What follows belongs to an exercise in optimizing a design on an open flow for small area; a production flow would make more cautious choices.
Where RTL was checked, it was by simulation tests only, not by an equivalence proof against the original.
The clock port is modelled as an ideal driver, which makes a skipped or thinned clock tree look cheaper than it is; a real chip needs a root buffer or a tree.
Power is estimated from default activity; no workload was simulated.

## the baseline
## radar
module radar(input clk, input rst, input echo, input [1:0] boton_cambiar_grados,
             output done, output trigger, output [15:0] distance, output PWM, input ultra);
Size: roughly 410 cells after synthesis.
==> flow/config.mk <==
export PLATFORM = sky130hd
export DESIGN_NAME = radar
export DESIGN_NICKNAME = radar
export VERILOG_FILES = /design/flow/design.v
export SDC_FILE = /design/flow/constraint.sdc
export NUM_CORES = 4
export LEC_CHECK = 0
export ABC_AREA = 1
export CAP_MARGIN = 20
export CORE_MARGIN = 2
export CORE_UTILIZATION = 40
export CTS_CLUSTER_DIAMETER = 200
export CTS_CLUSTER_SIZE = 40
export SLEW_MARGIN = 20
==> flow/constraint.sdc <==
create_clock -name core_clock -period 25.0 [get_ports {clk}]
set_input_delay 5.0000 -clock core_clock [delete_from_list [all_inputs] [get_ports {clk}]]
set_output_delay 5.0000 -clock core_clock [all_outputs]
set_load 0.01 [all_outputs]
run.sh (not shown) runs the stock make flow with config.mk's settings and CLKGATE_MAP_FILE= SYNTH_SCRIPT=/design/flow/synth_recipe.tcl, a recipe that flattens the netlist after the stock synthesis.
--- input diff the baseline..the candidate ---
- a deleted CTS_CLUSTER_SIZE that had been 40
- a deleted CTS_CLUSTER_DIAMETER that had been 200
Findings:
As far as total power divided by cell area goes, the candidate and the baseline are indistinguishable; the numbers are identical. From the baseline to the candidate the numbers moved as follows: area added between synthesis and finish shows no meaningful change, fraction of layout cells with a size suffix above 1 shows no meaningful change, placed cell area shows no meaningful change, part of the power in the clock network shows no meaningful change. The candidate -> the baseline: worst slack on hold paths delta 0, exact match. Number of buffers created by CTS: the baseline vs the candidate, no meaningful difference. Final area essentially unchanged between the baseline and the candidate. Between the baseline and the candidate, the first-pass GRT wire length figures differ only marginally. Re layout inverter count without the clock tree: no difference whatsoever between the baseline and the candidate.
No functional check of the RTL was part of any run of this note.

========
Another version of the RTL of radar (not shown whole).
For scale: roughly 25 I/O pins, roughly 0.0029 sq mm of cells after synthesis.
clock: 25.0 ns
lec_check: 0
abc_area: 1
cap_margin: 20
core_margin: 2
core_utilization: 40
slew_margin: 20
standard.sh (not shown) runs the stock make flow with config.mk's settings and CLKGATE_MAP_FILE= SYNTH_SCRIPT=/design/flow/synth_recipe.tcl, a recipe that flattens the netlist after the stock synthesis.
==> flow/flow/run.sh <==
#!/bin/bash
# ORFS layout in the standard flow (standard.sh), with these changes:
#  - after the standard synthesis, its combinational logic is mapped again
#    with an area-oriented ABC script (flow/remap.ys, flow/remap.abc); the
#    flip-flops are left exactly as the standard synthesis made them;
#  - the port buffers use the smallest buffer cell;
#  - the clock tree is a flat one (flow/cts_pre.tcl): the clock port drives
#    CTS_NX * CTS_NY clock buffers, each driving a group of flip-flops.
# Each tool's output goes to a log file in the work folder.
set -euo pipefail
here=$(cd "$(dirname "$0")" && pwd)
work=$(pwd)
res=$work/orfs/results/$FLOW_PLATFORM/radar/base
lib=$FLOW_HOME/platforms/$FLOW_PLATFORM/lib/sky130_fd_sc_hd__tt_025C_1v80.lib

bash standard.sh synth > standard_synth.log 2>&1

cp "$res/1_2_yosys.v" "$work/standard_synth_netlist.v"
dontuse=""
for c in $(awk '/^export DONT_USE_CELLS/{f=1} f{print} f&&!/\\$/{f=0}' "$FLOW_HOME/platforms/$FLOW_PLATFORM/config.mk" | grep -o 'sky130_fd_sc_hd__[A-Za-z0-9_]*'); do
  dontuse="$dontuse -dont_use $c"
done
seq=$(grep -o 'sky130_fd_sc_hd__[a-z]*df[a-z0-9]*_[0-9]*' "$work/standard_synth_netlist.v" | sort -u | tr '\n' ' ')
sed -e "s#{LIB}#$lib#g; s#{IN}#$work/standard_synth_netlist.v#; s#{TOP}#$FLOW_TOP#g; s#{SEQ}#$seq#; s#{ABC}#$here/remap.abc#; s#{DONTUSE}#$dontuse#; s#{STAT}#$work/remap_stat.txt#; s#{OUT}#$work/remap_netlist.v#" \
  "$here/remap.ys" > "$work/remap.ys"
ys=$FLOW_HOME/../tools/install/yosys/bin/yosys
[[ -x $ys ]] || ys=yosys
"$ys" -s "$work/remap.ys" > remap_yosys.log 2>&1
cp "$work/remap_netlist.v" "$res/1_2_yosys.v"

export BUFFER_PORTS_ARGS="-buffer_cell sky130_fd_sc_hd__buf_1"
export PRE_CTS_TCL="$here/cts_pre.tcl"
export CTS_NX=2
export CTS_NY=2
export CTS_BUFCELL=sky130_fd_sc_hd__clkbuf_8
export CTS_CLOCK_NET=clk
bash standard.sh > standard.log 2>&1
==> flow/flow/remap.abc <==
strash
dc2
dch -f
amap -m
==> flow/flow/remap.ys <==
# Re-maps the combinational logic of the standard synthesis's netlist with
# an area-oriented ABC script (flow/remap.abc). The flip-flops are kept as
# they are (same instances, names and cell types); every other cell is
# read as its Liberty function and mapped again.
read_liberty -ignore_miss_func {LIB}
read_verilog {IN}
hierarchy -top {TOP}
setattr -mod -set keep_hierarchy 1 {SEQ}
flatten
opt_clean -purge
abc -script {ABC} -liberty {LIB} {DONTUSE}
opt_clean -purge
hilomap -singleton -hicell sky130_fd_sc_hd__conb_1 HI -locell sky130_fd_sc_hd__conb_1 LO
insbuf -buf sky130_fd_sc_hd__buf_4 A X
splitnets
opt_clean -purge
tee -o {STAT} stat -liberty {LIB}
select {TOP}
write_verilog -noattr -nohex -nodec -selected {OUT}
Other scripts of this flow, unchanged in this note and not shown: flow/flow/cts_pre.tcl
The starting point finished with timing, DRC and antenna clean.
Change:
==> flow/flow/run.sh (replaced) <==
#!/bin/bash
# Standard ORFS layout with three changes: the port buffers use the
# smallest buffer cell, and the clock tree is a flat one (flow/cts_pre.tcl):
# the clock port drives CTS_NX * CTS_NY buffers, each driving a group of
# flip-flops.
set -euo pipefail
here=$(cd "$(dirname "$0")" && pwd)
export BUFFER_PORTS_ARGS="-buffer_cell sky130_fd_sc_hd__buf_1"
export PRE_CTS_TCL="$here/cts_pre.tcl"
export CTS_NX=2
export CTS_NY=2
export CTS_BUFCELL=sky130_fd_sc_hd__clkbuf_8
export CTS_CLOCK_NET=clk
bash standard.sh > standard.log 2>&1
removed: flow/flow/remap.abc
removed: flow/flow/remap.ys
Worst hold slack improved by 0.0067 ns. Worst setup slack got worse by 1.6 ns. Utilization came out lower by 0.76 points. Via count came out higher by 0.80%. Global-route usage came out lower by 0.98 points. Total power came out higher by 1.1%. Cell area came out higher by 9.4%.
In every run of this note, the design's own scripts or RTL, not TritonCTS, make the clock network.

========
the previous run:
Starting RTL as in the previous note.
==> flow/config.mk <==
export PLATFORM = sky130hd
export DESIGN_NAME = radar
export DESIGN_NICKNAME = radar
export VERILOG_FILES = /design/flow/design.v
export SDC_FILE = /design/flow/constraint.sdc
export NUM_CORES = 4
export LEC_CHECK = 0
export ABC_AREA = 1
export CAP_MARGIN = 20
export CORE_MARGIN = 2
export CORE_UTILIZATION = 40
export SLEW_MARGIN = 20
==> flow/constraint.sdc <==
create_clock -name core_clock -period 25.0 [get_ports {clk}]
set_input_delay 5.0000 -clock core_clock [delete_from_list [all_inputs] [get_ports {clk}]]
set_output_delay 5.0000 -clock core_clock [all_outputs]
set_load 0.01 [all_outputs]
==> flow/flow/run.sh <==
#!/bin/bash
# Standard ORFS layout with two changes: the port buffers use the
# smallest buffer cell, and clock tree synthesis inserts no dummy loads.
set -euo pipefail
export BUFFER_PORTS_ARGS="-buffer_cell sky130_fd_sc_hd__buf_1"
export CTS_ARGS="-sink_clustering_enable -repair_clock_nets -dont_use_dummy_load"
bash standard.sh > standard.log 2>&1
Here is what was changed in the inputs of the current run compared with the previous run.
==> flow/flow/run.sh <==
#!/bin/bash
# Standard ORFS layout with three changes: the port buffers use the
# smallest buffer cell, and the clock tree is a flat one (flow/cts_pre.tcl):
# the clock port drives CTS_NX * CTS_NY buffers, each driving a group of
# flip-flops.
set -euo pipefail
here=$(cd "$(dirname "$0")" && pwd)
export BUFFER_PORTS_ARGS="-buffer_cell sky130_fd_sc_hd__buf_1"
export PRE_CTS_TCL="$here/cts_pre.tcl"
export CTS_NX=2
export CTS_NY=2
export CTS_BUFCELL=sky130_fd_sc_hd__buf_8
export CTS_CLOCK_NET=clk
bash standard.sh > standard.log 2>&1
==> flow/flow/cts_pre.tcl (new file) <==
rename clock_tree_synthesis orig_clock_tree_synthesis
proc clock_tree_synthesis { args } {
  set bufname $::env(CTS_BUFCELL)
  set block [ord::get_db_block]
  set db [ord::get_db]
  set master [$db findMaster $bufname]
  set clknet [$block findNet $::env(CTS_CLOCK_NET)]
  set sinks {}
  foreach it [$clknet getITerms] {
    set inst [$it getInst]
    set loc [$inst getLocation]
    lappend sinks [list [lindex $loc 0] [lindex $loc 1] $it]
  }
  # split into CTS_NX columns by x, then each column into CTS_NY rows by y
  set nx $::env(CTS_NX)
  set ny $::env(CTS_NY)
  set sinks [lsort -integer -index 0 $sinks]
  set n [llength $sinks]
  puts "flat clock tree: $n sinks in $nx x $ny groups of $bufname"
  set g 0
  for { set i 0 } { $i < $nx } { incr i } {
    set col [lrange $sinks [expr { $i * $n / $nx }] [expr { ($i + 1) * $n / $nx - 1 }]]
    set col [lsort -integer -index 1 $col]
    set m [llength $col]
    for { set j 0 } { $j < $ny } { incr j } {
      set group [lrange $col [expr { $j * $m / $ny }] [expr { ($j + 1) * $m / $ny - 1 }]]
      set sx 0
      set sy 0
      foreach s $group {
        set sx [expr { $sx + [lindex $s 0] }]
        set sy [expr { $sy + [lindex $s 1] }]
      }
      set cnt [llength $group]
      set bx [expr { $sx / $cnt }]
      set by [expr { $sy / $cnt }]
      set inst [odb::dbInst_create $block $master "clkbuf_flat_$g"]
      set net [odb::dbNet_create $block "clknet_flat_$g"]
      $net setSigType CLOCK
      foreach s $group {
        set it [lindex $s 2]
        $it disconnect
        $it connect $net
      }
      [$inst findITerm A] connect $clknet
      [$inst findITerm X] connect $net
      $inst setLocation $bx $by
      $inst setPlacementStatus PLACED
      puts "  clkbuf_flat_$g: $cnt sinks at ($bx, $by)"
      incr g
    }
  }
  set_propagated_clock [all_clocks]
}
==> comparison <==
- Diff the previous run -> the current run: worst hold slack after final layout picked up an extra 12 ps; total power lost 11%; initial core utilization neither gained nor lost much.
- Re routed wire length: the previous run and the current run aren't equal, and the higher value belongs to the previous run.
The clock cells of the current run come from the design's own scripts or RTL, not from TritonCTS.

========
Starting RTL as in the previous note.
Settings: LEC_CHECK=0, ABC_AREA=1, CAP_MARGIN=20, CORE_MARGIN=2, CORE_UTILIZATION=40, SLEW_MARGIN=20; clock period 25.0 ns.
==> flow/flow/run.sh <==
#!/bin/bash
# Standard ORFS layout with two changes: the port buffers use the
# smallest buffer cell, and clock tree synthesis inserts no dummy loads.
set -euo pipefail
export BUFFER_PORTS_ARGS="-buffer_cell sky130_fd_sc_hd__buf_1"
export CTS_ARGS="-repair_clock_nets -dont_use_dummy_load -root_buf sky130_fd_sc_hd__clkbuf_16 -buf_list sky130_fd_sc_hd__clkbuf_16 -sink_buffer_max_cap_derate 0.05"
bash standard.sh > standard.log 2>&1
The starting point finished with timing, DRC and antenna clean.
Then changed:
==> flow/flow/run.sh (replaced) <==
#!/bin/bash
# Standard ORFS layout with three changes: the port buffers use the
# smallest buffer cell, and the clock tree is a flat one (flow/cts_pre.tcl):
# the clock port drives CTS_NGROUPS buffers, each driving a group of
# flip-flops.
set -euo pipefail
here=$(cd "$(dirname "$0")" && pwd)
export BUFFER_PORTS_ARGS="-buffer_cell sky130_fd_sc_hd__buf_1"
export PRE_CTS_TCL="$here/cts_pre.tcl"
export CTS_NGROUPS=4
export CTS_BUFCELL=sky130_fd_sc_hd__clkbuf_8
export CTS_CLOCK_NET=clk
bash standard.sh > standard.log 2>&1
==> flow/flow/cts_pre.tcl (new file) <==
# Sourced by ORFS's cts.tcl before clock tree synthesis (PRE_CTS_TCL).
# Replaces TritonCTS's H-tree with a flat clock tree: the clock port drives
# CTS_NGROUPS clock buffers, each placed at the centre of its group of
# flip-flops (the flip-flops split into groups by x position) and driving
# that group directly.
rename clock_tree_synthesis orig_clock_tree_synthesis
proc clock_tree_synthesis { args } {
  set ngroups $::env(CTS_NGROUPS)
  set bufname $::env(CTS_BUFCELL)
  set block [ord::get_db_block]
  set db [ord::get_db]
  set master [$db findMaster $bufname]
  set clknet [$block findNet $::env(CTS_CLOCK_NET)]
  set sinks {}
  foreach it [$clknet getITerms] {
    set inst [$it getInst]
    set loc [$inst getLocation]
    lappend sinks [list [lindex $loc 0] [lindex $loc 1] $it]
  }
  set sinks [lsort -integer -index 0 $sinks]
  set n [llength $sinks]
  puts "flat clock tree: $n sinks in $ngroups groups of $bufname"
  for { set g 0 } { $g < $ngroups } { incr g } {
    set lo [expr { $g * $n / $ngroups }]
    set hi [expr { ($g + 1) * $n / $ngroups - 1 }]
    set group [lrange $sinks $lo $hi]
    set sx 0
    set sy 0
    foreach s $group {
      set sx [expr { $sx + [lindex $s 0] }]
      set sy [expr { $sy + [lindex $s 1] }]
    }
    set cnt [llength $group]
    set bx [expr { $sx / $cnt }]
    set by [expr { $sy / $cnt }]
    set inst [odb::dbInst_create $block $master "clkbuf_flat_$g"]
    set net [odb::dbNet_create $block "clknet_flat_$g"]
    $net setSigType CLOCK
    foreach s $group {
      set it [lindex $s 2]
      $it disconnect
      $it connect $net
    }
    [$inst findITerm A] connect $clknet
    [$inst findITerm X] connect $net
    $inst setLocation $bx $by
    $inst setPlacementStatus PLACED
    puts "  clkbuf_flat_$g: $cnt sinks at ($bx, $by)"
  }
  set_propagated_clock [all_clocks]
}
Outcome:
- power shrinks by 25%
- area after synthesis is unchanged
- die area stays the same
- sequential power barely changes
- sequential share of layout area came out higher by 2.2 points
- register-to-register slack barely changes
- critical path depth stays the same
- cell area fell by about 5%
- routed wire length shrinks by 0.68%
- worst setup slack degrades by 0.15 ns
- first-iteration DRC count falls by 3.8%
The clock cells of the second run of this note come from the design's own scripts or RTL, not from TritonCTS.

========
radar, a different RTL version from the one above (not shown whole).
Size in the first run: about 740 cells after synthesis, ~25 I/O pins.
export LEC_CHECK = 0
export ABC_AREA = 1
export CAP_MARGIN = 20
export CORE_MARGIN = 2
export CORE_UTILIZATION = 40
export SLEW_MARGIN = 20
create_clock -name core_clock -period 25.0 [get_ports {clk}]
run.sh (not shown) runs the stock make flow with config.mk's settings and CLKGATE_MAP_FILE= SYNTH_SCRIPT=/design/flow/synth_recipe.tcl, a recipe that flattens the netlist after the stock synthesis.
Stock flow here: none of the scripts above is used.
Rerun with:
- ABC_AREA: 1 -> default
Wire length came out higher by about a fifth; total power falls by about a fifth; core utilization is lower by 1.0 points; cell count drops by roughly a tenth; worst setup slack gets worse by 2.7 ns; critical path depth came out higher by 16.

========
radar, a different RTL version from the one above (not shown whole).
Size in the first run: about 400 cells after synthesis.
export LEC_CHECK = 0
export ABC_AREA = 1
export CAP_MARGIN = 20
export CORE_MARGIN = 2
export CORE_UTILIZATION = 40
export SLEW_MARGIN = 20
create_clock -name core_clock -period 25.0 [get_ports {clk}]
standard.sh (not shown) runs the stock make flow with config.mk's settings and CLKGATE_MAP_FILE= SYNTH_SCRIPT=/design/flow/synth_recipe.tcl, a recipe that flattens the netlist after the stock synthesis.
==> flow/flow/run.sh <==
#!/bin/bash
# Standard ORFS layout with two changes: the port buffers use the
# smallest buffer cell, and clock tree synthesis inserts no dummy loads.
set -euo pipefail
export BUFFER_PORTS_ARGS="-buffer_cell sky130_fd_sc_hd__buf_1"
export CTS_ARGS="-sink_clustering_enable -repair_clock_nets -dont_use_dummy_load -sink_clustering_size 40 -sink_clustering_max_diameter 300"
bash standard.sh > standard.log 2>&1
Next try:
==> flow/flow/run.sh (replaced) <==
#!/bin/bash
# Standard ORFS layout with two changes: the port buffers use the
# smallest buffer cell, and clock tree synthesis inserts no dummy loads.
set -euo pipefail
export BUFFER_PORTS_ARGS="-buffer_cell sky130_fd_sc_hd__buf_1"
export CTS_ARGS="-sink_clustering_enable -repair_clock_nets -dont_use_dummy_load -buf_list sky130_fd_sc_hd__clkbuf_16 -root_buf sky130_fd_sc_hd__clkbuf_16 -sink_clustering_size 80 -sink_clustering_max_diameter 500"
bash standard.sh > standard.log 2>&1
=> Routed wire length is higher slightly; fmax is about the same; cell area is higher by a few percent; non-clock buffer count does not change; synthesized cell count does not change; synthesized area does not change; worst setup slack gets worse by 12 ps.
Next try:
==> flow/run.sh (new file) <==
#!/bin/bash
# synth_recipe.tcl (not shown) runs the flow's synth.tcl, then flattens the netlist and writes it again
# the make line also repeats each setting of config.mk as NAME=value (left out here)
make -C /OpenROAD-flow-scripts/flow DESIGN_CONFIG=/design/flow/config.mk WORK_HOME=/design/flow/orfs CLKGATE_MAP_FILE= SYNTH_SCRIPT=/design/flow/synth_recipe.tcl finish
removed: flow/flow/run.sh
removed: flow/standard.sh
Routed wire length increases by 1.1%.
Via count decreases by 0.67%.
Flip-flop and latch count stays the same.
Clock skew decreases by 9.2 ps.
Worst setup slack is worse by 330 ps.
Cell area increases by about 4%.
Worst hold slack barely changes.
Critical path depth stays the same.
Die area is unchanged.
Clock power barely changes.
Function was not checked in any run of this note: the RTL went through the layout flow alone.

## static timing again, ports no longer ideal
How much do the figures lean on ideal ports? The routed layouts below were timed once more, with nothing changed but the port constraints. Step 1 assumes that a clkbuf_16 drives the clock port and a buf_2 every other input. Step 2 also shifts input and output timing later by t, the mid clock arrival at the registers, as if the neighbouring blocks saw the same clock. a / b / c = no drivers / after step 1 / after step 2; a / b = the first two.
| run | t (ns) | slack for setup (ns) | clock arrival spread, ns |
|---|---|---|---|
| the baseline | 0.378 | 18.244 / 18.213 / 18.074 | 0.012 / 0.011 |
| the candidate | 0.378 | 18.244 / 18.213 / 18.074 | 0.012 / 0.011 |
| the first run of note 2 | 0.215 | 17.307 / 17.341 / 17.126 | 0.013 / 0.013 |
| the second run of note 2 | 0.224 | 15.711 / 15.748 / 15.525 | 0.014 / 0.013 |
| the previous run | 0.360 | 15.864 / 15.869 / 15.509 | 0.026 / 0.026 |
| the current run | 0.198 | 15.668 / 15.718 / 15.520 | 0.010 / 0.010 |
| the first run of note 4 | 0.349 | 15.850 / 15.860 / 15.511 | 0.020 / 0.020 |
| the second run of note 4 | 0.218 | 15.701 / 15.732 / 15.514 | 0.010 / 0.010 |
| the first run of note 5 | 0.355 | 17.741 / 17.750 / 17.394 | 0.007 / 0.007 |
| the second run of note 5 | 0.356 | 15.020 / 15.020 / 15.020 | 0.007 / 0.006 |
| the first run of note 6 | 0.354 | 16.019 / 16.030 / 15.677 | 0.030 / 0.031 |
| the second run of note 6 | 0.351 | 16.008 / 16.022 / 15.671 | 0.020 / 0.020 |
| the third run of note 6 | 0.362 | 15.677 / 15.685 / 15.322 | 0.011 / 0.011 |
After both steps setup and hold are still met in every run listed.
